This is an optimization exercise on Yosys and OpenROAD, whose aim is small area, not a production implementation.
Only simulation tests tie the RTL to the original design; equivalence was not proved.
The clock port is modelled as an ideal driver, which makes a skipped or thinned clock tree look cheaper than it is; a real chip needs a root buffer or a tree.
Power is estimated from default activity; no workload was simulated.

==> inputs of yarrow <==
==> flow/design.v <==
`timescale 1ns / 1ps
module UART_FIFO(
    input clk,
    input reset,
    input [7:0] data_in,
    input data_valid,
    output reg [7:0] data_out
    );
    reg [12:0] ctx;
    wire tick    = (ctx & 13'h1e7d) == 13'h1258;   
    wire ctx_end = (ctx & 13'h19f7) == 13'h0963;   
    wire arm     = (ctx & 13'h1aff) == 13'h00ad;   
    reg [8:0] crx;
    wire crx_end = (crx & 9'h175) == 9'h020;       
    always @(posedge clk) begin
        if (reset) begin
            ctx <= 13'h1258;                           
            crx <= 9'h1d5;                             
        end else begin
            ctx <= {ctx[11:0], ctx[12] ^ ctx[0]} ^ {12'd0, ctx_end};
            crx <= {crx[7:0], crx[8] ^ crx[6]} ^ {5'd0, crx_end, 3'd0};
        end
    end
    reg [7:0] stg [0:15];
    reg [15:0] emp;         
    reg [7:0] rd_data;
    reg e0, e1;             
    wire wr;
    reg [3:0] st;
    wire s_idle  = ~st[3] & ~st[2] & ~st[1];            
    wire s_load  = ~st[3] & ~st[2] & ~st[0];            
    wire s_start = ~st[3] & ~st[1] & ~st[0];            
    wire s_posta =  st[3] &  st[2] & ~st[1] & ~st[0];   
    wire s_postb = ~st[2] & ~st[1] & ~st[0];            
    wire rd  = tick & s_load;
    wire dec = s_start & ctx_end;
    wire load_out = s_postb & crx_end;
    wire step = s_idle  ? tick & ~e1 :
                s_posta ? arm :
                s_postb ? crx_end : tick;
    wire [16:0] hole;
    assign hole[16] = 1'b0;
    assign hole[15:0] = emp | hole[16:1];
    wire [15:0] free = hole[15:0] | {16{dec}};
    assign wr = data_valid & hole[0];
    always @(posedge clk) if (free[0]) stg[0] <= data_in;
    genvar i;
    generate
        for (i = 1; i < 16; i = i + 1) begin : g_stg
            always @(posedge clk) if (free[i]) stg[i] <= stg[i-1];
        end
    endgenerate
    always @(posedge clk) begin
        if (rd) rd_data <= stg[15];
    end
    always @(posedge clk) begin
        if (reset) begin
            emp <= 16'hffff;
            e0 <= 1'b1;
            e1 <= 1'b1;
            st <= 4'b0001;
            data_out <= 8'd0;
        end else begin
            emp <= {emp[14:0], ~wr} & free[15:0];
            if (tick) begin
                e0 <= &emp;
                e1 <= e0;
            end
            if (step) st <= {st[2:0], st[3] ^ st[2]};
            if (load_out) data_out <= rd_data;
        end
    end
endmodule
==> flow/flow/run.sh <==
#!/bin/bash
# The standard layout with three changes:
# - after the standard synthesis, its combinational cells are re-mapped for
#   area (flow/remap.sh); the flip-flops stay exactly as synthesized;
# - the port buffers are buf_1;
# - the clock tree is one level of clock buffers built by flow/cts_hook.tcl
#   in place of TritonCTS.
set -euo pipefail
R=orfs/results/$FLOW_PLATFORM/UART_FIFO/base
bash standard.sh synth > synth.log 2>&1
cp $R/1_2_yosys.v std_1_2_yosys.v
ffs() { grep -E '^\s*sky130_fd_sc_hd__(e?df|sdf|sedf|dl)[a-z0-9_]*\s' "$1" | awk '{print $1, $2}' | sort; }
if bash flow/remap.sh std_1_2_yosys.v remapped.v > remap.log 2>&1 \
    && [[ -n "$(ffs std_1_2_yosys.v)" ]] && diff <(ffs std_1_2_yosys.v) <(ffs remapped.v) > /dev/null; then
  cp remapped.v $R/1_2_yosys.v
  rm -f $R/1_synth.odb $R/1_synth.sdc
  echo "using the re-mapped netlist" >> remap.log
else
  echo "re-mapping failed or changed the flip-flops; keeping the standard netlist" >> remap.log
fi
export CTS_MAX_SINKS=20
export CTS_LEAF_BUF=sky130_fd_sc_hd__inv_8
export CTS_ROOT_BUF=sky130_fd_sc_hd__inv_8
export PRE_CTS_TCL="$PWD/flow/cts_hook.tcl"
export BUFFER_PORTS_ARGS="-buffer_cell sky130_fd_sc_hd__buf_1"
bash standard.sh finish > standard.log 2>&1
==> flow/flow/abc_area.script <==
strash
&get -n
&deepsyn -T 60
&put
dch -f
amap
topo
==> flow/flow/cts_hook.tcl <==
# Sourced by ORFS's cts.tcl before clock tree synthesis (PRE_CTS_TCL).
# Builds a one-level clock tree: the clock port drives clock buffers (through
# one root buffer if there are more than 4), one per CTS_MAX_SINKS flip-flops,
# each placed at the centre of a cluster of nearby flip-flops (k-means with
# a size limit on the flip-flops' placed locations) and driving that
# cluster's clock pins.
rename clock_tree_synthesis __orig_clock_tree_synthesis
proc __cts_out { inst } {
  foreach it [$inst getITerms] {
    if { [$it getIoType] eq "OUTPUT" } { return $it }
  }
}
proc clock_tree_synthesis { args } {
  set bufname $::env(CTS_LEAF_BUF)
  if { [string match *inv* $bufname] != [string match *inv* $::env(CTS_ROOT_BUF)] } {
    error "CTS_LEAF_BUF and CTS_ROOT_BUF must both invert or both not"
  }
  set db [ord::get_db]
  set block [ord::get_db_block]
  set clk [$block findNet clk]
  set sinks {}
  set xs {}
  set ys {}
  foreach it [$clk getITerms] {
    if { [$it getIoType] eq "INPUT" } {
      set loc [[$it getInst] getLocation]
      lappend sinks $it
      lappend xs [lindex $loc 0]
      lappend ys [lindex $loc 1]
    }
  }
  set n [llength $sinks]
  set K [expr { ($n + $::env(CTS_MAX_SINKS) - 1) / $::env(CTS_MAX_SINKS) }]
  puts "manual CTS: $n sinks, $K leaf buffers ($bufname)"
  # k-means, seeded by sinks spread along the sorted x order
  set order [lsort -integer -indices $xs]
  set cx {}
  set cy {}
  for { set k 0 } { $k < $K } { incr k } {
    set i [lindex $order [expr { int(($k + 0.5) * $n / $K) }]]
    lappend cx [lindex $xs $i]
    lappend cy [lindex $ys $i]
  }
  # capacity-limited k-means: each buffer drives at most cap sinks
  set cap [expr { ($n + $K - 1) / $K }]
  set assign [lrepeat $n 0]
  for { set iter 0 } { $iter < 30 } { incr iter } {
    set pairs {}
    for { set i 0 } { $i < $n } { incr i } {
      for { set k 0 } { $k < $K } { incr k } {
        set dx [expr { [lindex $xs $i] - [lindex $cx $k] }]
        set dy [expr { [lindex $ys $i] - [lindex $cy $k] }]
        lappend pairs [list [expr { double($dx) * $dx + double($dy) * $dy }] $i $k]
      }
    }
    set pairs [lsort -real -index 0 $pairs]
    set done [lrepeat $n 0]
    set sc [lrepeat $K 0]
    foreach p $pairs {
      lassign $p d i k
      if { [lindex $done $i] || [lindex $sc $k] >= $cap } { continue }
      lset done $i 1
      lset assign $i $k
      lset sc $k [expr { [lindex $sc $k] + 1 }]
    }
    set sx [lrepeat $K 0.0]
    set sy [lrepeat $K 0.0]
    for { set i 0 } { $i < $n } { incr i } {
      set k [lindex $assign $i]
      lset sx $k [expr { [lindex $sx $k] + [lindex $xs $i] }]
      lset sy $k [expr { [lindex $sy $k] + [lindex $ys $i] }]
    }
    for { set k 0 } { $k < $K } { incr k } {
      if { [lindex $sc $k] > 0 } {
        lset cx $k [expr { int([lindex $sx $k] / [lindex $sc $k]) }]
        lset cy $k [expr { int([lindex $sy $k] / [lindex $sc $k]) }]
      }
    }
  }
  set master [$db findMaster $bufname]
  set nets {}
  for { set k 0 } { $k < $K } { incr k } {
    set inst [odb::dbInst_create $block $master "clkbuf_leaf_$k"]
    set net [odb::dbNet_create $block "clknet_leaf_$k"]
    $net setSigType CLOCK
    [$inst findITerm A] connect $clk
    [__cts_out $inst] connect $net
    $inst setLocation [lindex $cx $k] [lindex $cy $k]
    $inst setPlacementStatus PLACED
    lappend nets $net
    puts "  leaf $k: [lindex $sc $k] sinks at ([lindex $cx $k], [lindex $cy $k])"
  }
  for { set i 0 } { $i < $n } { incr i } {
    set it [lindex $sinks $i]
    $it disconnect
    $it connect [lindex $nets [lindex $assign $i]]
  }
  # with more than 4 leaf buffers, a root buffer drives them, so that the
  # clock port itself feeds a single cell; inverting leaves always get an
  # inverting root, so the flip-flops see the clock's own polarity
  if { $K > 4 || [string match *inv* $bufname] } {
    set rx 0.0
    set ry 0.0
    for { set k 0 } { $k < $K } { incr k } {
      set rx [expr { $rx + [lindex $cx $k] }]
      set ry [expr { $ry + [lindex $cy $k] }]
    }
    set root [odb::dbInst_create $block [$db findMaster $::env(CTS_ROOT_BUF)] "clkbuf_root"]
    set rnet [odb::dbNet_create $block "clknet_root"]
    $rnet setSigType CLOCK
    for { set k 0 } { $k < $K } { incr k } {
      set a [[$block findInst "clkbuf_leaf_$k"] findITerm A]
      $a disconnect
      $a connect $rnet
    }
    [$root findITerm A] connect $clk
    [__cts_out $root] connect $rnet
    $root setLocation [expr { int($rx / $K) }] [expr { int($ry / $K) }]
    $root setPlacementStatus PLACED
  }
  global_connect
  set_propagated_clock [all_clocks]
}
==> flow/flow/remap.sh <==
#!/bin/bash
# Re-maps the combinational cells of the standard synthesis netlist ($1) for
# area with yosys/ABC (script flow/abc_area.script), keeping every flip-flop
# instance, its name and its cell type, exactly as the standard synthesis
# made it. Writes the new netlist to $2.
set -euo pipefail
IN=$1
OUT=$2
LIB=$FLOW_HOME/platforms/$FLOW_PLATFORM/lib/sky130_fd_sc_hd__tt_025C_1v80.lib
YOSYS=$FLOW_HOME/../tools/install/yosys/bin/yosys
[[ -x $YOSYS ]] || YOSYS=yosys
DU=""
for c in sky130_fd_sc_hd__probe_p_8 sky130_fd_sc_hd__probec_p_8 'sky130_fd_sc_hd__lpflow_*'; do
  DU="$DU -dont_use $c"
done
FF='sky130_fd_sc_hd__*df* sky130_fd_sc_hd__*edf* sky130_fd_sc_hd__*sdf* sky130_fd_sc_hd__dlx* sky130_fd_sc_hd__dlr*'
$YOSYS -l remap_yosys.log -p "
read_liberty -ignore_miss_func $LIB
blackbox $FF
read_verilog $IN
hierarchy -top $FLOW_TOP
flatten
opt -purge
abc -liberty $LIB $DU -script $PWD/flow/abc_area.script
opt_clean -purge
hilomap -singleton -hicell sky130_fd_sc_hd__conb_1 HI -locell sky130_fd_sc_hd__conb_1 LO
opt_clean -purge
stat -liberty $LIB
write_verilog -noattr -noexpr -nohex -nodec $OUT
"
==> flow/standard.sh <==
#!/bin/bash
# synth_recipe.tcl (not shown) runs the flow's synth.tcl, then flattens the netlist and writes it again
# the make line also repeats each setting of config.mk as NAME=value (left out here)
make -C /OpenROAD-flow-scripts/flow DESIGN_CONFIG=/design/flow/config.mk WORK_HOME=/design/flow/orfs CLKGATE_MAP_FILE= SYNTH_SCRIPT=/design/flow/synth_recipe.tcl "${@:-finish}"
==> flow/config.mk <==
export PLATFORM = sky130hd
export DESIGN_NAME = UART_FIFO
export DESIGN_NICKNAME = UART_FIFO
export VERILOG_FILES = /design/flow/design.v
export SDC_FILE = /design/flow/constraint.sdc
export NUM_CORES = 4
export LEC_CHECK = 0
export CAP_MARGIN = 20
export CORE_MARGIN = 2
export CORE_UTILIZATION = 60
export SLEW_MARGIN = 20
==> flow/constraint.sdc <==
create_clock -name core_clock -period 20.0 [get_ports {clk}]
set_input_delay 4.0000 -clock core_clock [delete_from_list [all_inputs] [get_ports {clk}]]
set_output_delay 4.0000 -clock core_clock [all_outputs]
set_load 0.01 [all_outputs]
==> quartz: changes against yarrow <==
--- a/flow/design.v
+++ b/flow/design.v
@@ -22,10 +22,10 @@
         end
     end
     reg [7:0] stg [0:15];
-    reg [15:0] emp;         
+    reg [15:0] vld;
     reg [7:0] rd_data;
     reg e0, e1;             
-    wire wr;
+    wire wr = data_valid & ~(&vld);
     reg [3:0] st;
     wire s_idle  = ~st[3] & ~st[2] & ~st[1];            
     wire s_load  = ~st[3] & ~st[2] & ~st[0];            
@@ -38,16 +38,14 @@
     wire step = s_idle  ? tick & ~e1 :
                 s_posta ? arm :
                 s_postb ? crx_end : tick;
-    wire [16:0] hole;
-    assign hole[16] = 1'b0;
-    assign hole[15:0] = emp | hole[16:1];
-    wire [15:0] free = hole[15:0] | {16{dec}};
-    assign wr = data_valid & hole[0];
-    always @(posedge clk) if (free[0]) stg[0] <= data_in;
+    wire [16:0] stuck;
+    assign stuck[16] = ~dec;
+    assign stuck[15:0] = vld & stuck[16:1];
+    always @(posedge clk) if (~stuck[0]) stg[0] <= data_in;
     genvar i;
     generate
         for (i = 1; i < 16; i = i + 1) begin : g_stg
-            always @(posedge clk) if (free[i]) stg[i] <= stg[i-1];
+            always @(posedge clk) if (~stuck[i]) stg[i] <= stg[i-1];
         end
     endgenerate
     always @(posedge clk) begin
@@ -55,15 +53,15 @@
     end
     always @(posedge clk) begin
         if (reset) begin
-            emp <= 16'hffff;
+            vld <= 16'd0;
             e0 <= 1'b1;
             e1 <= 1'b1;
             st <= 4'b0001;
             data_out <= 8'd0;
         end else begin
-            emp <= {emp[14:0], ~wr} & free[15:0];
+            vld <= {vld[14:0], wr} | stuck[15:0];
             if (tick) begin
-                e0 <= &emp;
+                e0 <= ~(|vld);
                 e1 <= e0;
             end
             if (step) st <= {st[2:0], st[3] ^ st[2]};
--- a/flow/flow/run.sh
+++ b/flow/flow/run.sh
@@ -19,8 +19,8 @@
   echo "re-mapping failed or changed the flip-flops; keeping the standard netlist" >> remap.log
 fi
 export CTS_MAX_SINKS=20
-export CTS_LEAF_BUF=sky130_fd_sc_hd__inv_8
-export CTS_ROOT_BUF=sky130_fd_sc_hd__inv_8
+export CTS_LEAF_BUF=sky130_fd_sc_hd__clkbuf_8
+export CTS_ROOT_BUF=sky130_fd_sc_hd__clkbuf_4
 export PRE_CTS_TCL="$PWD/flow/cts_hook.tcl"
 export BUFFER_PORTS_ARGS="-buffer_cell sky130_fd_sc_hd__buf_1"
 bash standard.sh finish > standard.log 2>&1
--- a/flow/flow/cts_hook.tcl
+++ b/flow/flow/cts_hook.tcl
@@ -5,16 +5,8 @@
 # a size limit on the flip-flops' placed locations) and driving that
 # cluster's clock pins.
 rename clock_tree_synthesis __orig_clock_tree_synthesis
-proc __cts_out { inst } {
-  foreach it [$inst getITerms] {
-    if { [$it getIoType] eq "OUTPUT" } { return $it }
-  }
-}
 proc clock_tree_synthesis { args } {
   set bufname $::env(CTS_LEAF_BUF)
-  if { [string match *inv* $bufname] != [string match *inv* $::env(CTS_ROOT_BUF)] } {
-    error "CTS_LEAF_BUF and CTS_ROOT_BUF must both invert or both not"
-  }
   set db [ord::get_db]
   set block [ord::get_db_block]
   set clk [$block findNet clk]
@@ -84,7 +76,7 @@
     set net [odb::dbNet_create $block "clknet_leaf_$k"]
     $net setSigType CLOCK
     [$inst findITerm A] connect $clk
-    [__cts_out $inst] connect $net
+    [$inst findITerm X] connect $net
     $inst setLocation [lindex $cx $k] [lindex $cy $k]
     $inst setPlacementStatus PLACED
     lappend nets $net
@@ -96,9 +88,8 @@
     $it connect [lindex $nets [lindex $assign $i]]
   }
   # with more than 4 leaf buffers, a root buffer drives them, so that the
-  # clock port itself feeds a single cell; inverting leaves always get an
-  # inverting root, so the flip-flops see the clock's own polarity
-  if { $K > 4 || [string match *inv* $bufname] } {
+  # clock port itself feeds a single cell
+  if { $K > 4 } {
     set rx 0.0
     set ry 0.0
     for { set k 0 } { $k < $K } { incr k } {
@@ -114,7 +105,7 @@
       $a connect $rnet
     }
     [$root findITerm A] connect $clk
-    [__cts_out $root] connect $rnet
+    [$root findITerm X] connect $rnet
     $root setLocation [expr { int($rx / $K) }] [expr { int($ry / $K) }]
     $root setPlacementStatus PLACED
   }
Settings changed: CORE_UTILIZATION 60 to 70.
==> lagoon: changes against yarrow <==
--- a/flow/design.v
+++ b/flow/design.v
@@ -25,7 +25,7 @@
     reg [15:0] emp;         
     reg [7:0] rd_data;
     reg e0, e1;             
-    wire wr;
+    wire wr = data_valid & (|emp);
     reg [3:0] st;
     wire s_idle  = ~st[3] & ~st[2] & ~st[1];            
     wire s_load  = ~st[3] & ~st[2] & ~st[0];            
@@ -38,11 +38,9 @@
     wire step = s_idle  ? tick & ~e1 :
                 s_posta ? arm :
                 s_postb ? crx_end : tick;
-    wire [16:0] hole;
-    assign hole[16] = 1'b0;
-    assign hole[15:0] = emp | hole[16:1];
-    wire [15:0] free = hole[15:0] | {16{dec}};
-    assign wr = data_valid & hole[0];
+    wire [16:0] free;
+    assign free[16] = dec;
+    assign free[15:0] = emp | free[16:1];
     always @(posedge clk) if (free[0]) stg[0] <= data_in;
     genvar i;
     generate
--- a/flow/flow/run.sh
+++ b/flow/flow/run.sh
@@ -19,8 +19,8 @@
   echo "re-mapping failed or changed the flip-flops; keeping the standard netlist" >> remap.log
 fi
 export CTS_MAX_SINKS=20
-export CTS_LEAF_BUF=sky130_fd_sc_hd__inv_8
-export CTS_ROOT_BUF=sky130_fd_sc_hd__inv_8
+export CTS_LEAF_BUF=sky130_fd_sc_hd__clkbuf_8
+export CTS_ROOT_BUF=sky130_fd_sc_hd__clkbuf_4
 export PRE_CTS_TCL="$PWD/flow/cts_hook.tcl"
 export BUFFER_PORTS_ARGS="-buffer_cell sky130_fd_sc_hd__buf_1"
 bash standard.sh finish > standard.log 2>&1
--- a/flow/flow/cts_hook.tcl
+++ b/flow/flow/cts_hook.tcl
@@ -5,16 +5,8 @@
 # a size limit on the flip-flops' placed locations) and driving that
 # cluster's clock pins.
 rename clock_tree_synthesis __orig_clock_tree_synthesis
-proc __cts_out { inst } {
-  foreach it [$inst getITerms] {
-    if { [$it getIoType] eq "OUTPUT" } { return $it }
-  }
-}
 proc clock_tree_synthesis { args } {
   set bufname $::env(CTS_LEAF_BUF)
-  if { [string match *inv* $bufname] != [string match *inv* $::env(CTS_ROOT_BUF)] } {
-    error "CTS_LEAF_BUF and CTS_ROOT_BUF must both invert or both not"
-  }
   set db [ord::get_db]
   set block [ord::get_db_block]
   set clk [$block findNet clk]
@@ -84,7 +76,7 @@
     set net [odb::dbNet_create $block "clknet_leaf_$k"]
     $net setSigType CLOCK
     [$inst findITerm A] connect $clk
-    [__cts_out $inst] connect $net
+    [$inst findITerm X] connect $net
     $inst setLocation [lindex $cx $k] [lindex $cy $k]
     $inst setPlacementStatus PLACED
     lappend nets $net
@@ -96,9 +88,8 @@
     $it connect [lindex $nets [lindex $assign $i]]
   }
   # with more than 4 leaf buffers, a root buffer drives them, so that the
-  # clock port itself feeds a single cell; inverting leaves always get an
-  # inverting root, so the flip-flops see the clock's own polarity
-  if { $K > 4 || [string match *inv* $bufname] } {
+  # clock port itself feeds a single cell
+  if { $K > 4 } {
     set rx 0.0
     set ry 0.0
     for { set k 0 } { $k < $K } { incr k } {
@@ -114,7 +105,7 @@
       $a connect $rnet
     }
     [$root findITerm A] connect $clk
-    [__cts_out $root] connect $rnet
+    [$root findITerm X] connect $rnet
     $root setLocation [expr { int($rx / $K) }] [expr { int($ry / $K) }]
     $root setPlacementStatus PLACED
   }
Settings changed: CORE_UTILIZATION 60 to 70.
==> results.txt <==
| quantity | yarrow | quartz | lagoon |
|---|---|---|---|
| Reg2Reg Launch Point | ctx[2] | ctx[0] | ctx[2] |
| Share of power burned in registers | 0.750 | 0.744 | 0.743 |
| Startpoint of the lowest-slack hold path | stg[9][0] | stg[7][0] | stg[1][7] |
| WL per Instance | 14.8 um | 16.4 um | 16.8 um |
| Vias in the first global route | 2,435 | 2,514 | 2,509 |
| Last element of the critical path | st[3] | st[0] | stg[0][0] |
| CP Launch Point | reset | reset | ctx[2] |
| Clock-pin slew on the worst setup and hold paths | 100 ps | 110 ps | 110 ps |
| Final WL | 7380 um | 7830 um | 8020 um |
| Chip height | 103 um | 95.9 um | 95.8 um |
| Outcome | no timing/DRC/antenna violations | no timing/DRC/antenna violations | no timing/DRC/antenna violations |
| Total power divided by cell area | 93.5 nW/um2 | 94.1 nW/um2 | 94.6 nW/um2 |
| Number of cells traversed by the worst register-to-register path | 10 | 10 | 20 |
| R2r endpoint | stg[6][1] | stg[9][6] | stg[0][0] |
| Smallest hold slack | 412 ps | 423 ps | 417 ps |
| Post-synth net total | 348 | 352 | 353 |
| Number of signal-net inverters in the final layout | 38 | 32 | 32 |
| Met1 track utilization from global routing | 0.185 | 0.234 | 0.267 |
| Multi-input logic cell count | 122 | 121 | 122 |
| Final Cell Area | 6260 um2 | 6280 um2 | 6260 um2 |
| Initial core utilization | 0.612 | 0.720 | 0.721 |
| Endpoint with the worst hold slack | stg[10][0] | stg[8][0] | stg[2][7] |
In every run of this note, the design's own scripts or RTL, not TritonCTS, make the clock network.

[what the ideal ports hide]
The flow's constraints put no driver on any port. The routed layouts listed below were extracted and timed again, unchanged, in two steps.
Step 1 assumes that a clkbuf_16 drives the clock port and a buf_2 every other input.
Step 2 moves the port delays by t, midway between the first and last clock arrival at a register: inputs arrive t later, outputs are due t later. That takes back most of the time a late clock gives input paths.
Three values: ideal, step 1, step 2; two values: the first two.
run | t (ns) | setup WS [ns] | worst setup path at the end | slew at the worst register clock pin (ns) | cell pins on the clock port's net
yarrow | 0.281 | 14.155 / 14.179 / 13.897 | input to register | 0.10 / 0.10 | 1
quartz | 0.516 | 14.887 / 14.891 / 14.375 | input to register | 0.11 / 0.11 | 1
lagoon | 0.512 | 13.724 / 13.724 / 13.724 | register to register | 0.11 / 0.11 | 1
After both steps setup and hold are still met in every run listed. For quartz, which loses most, drivers alone change the setup slack by +0.004 ns; drivers and shift together by -0.512 ns.
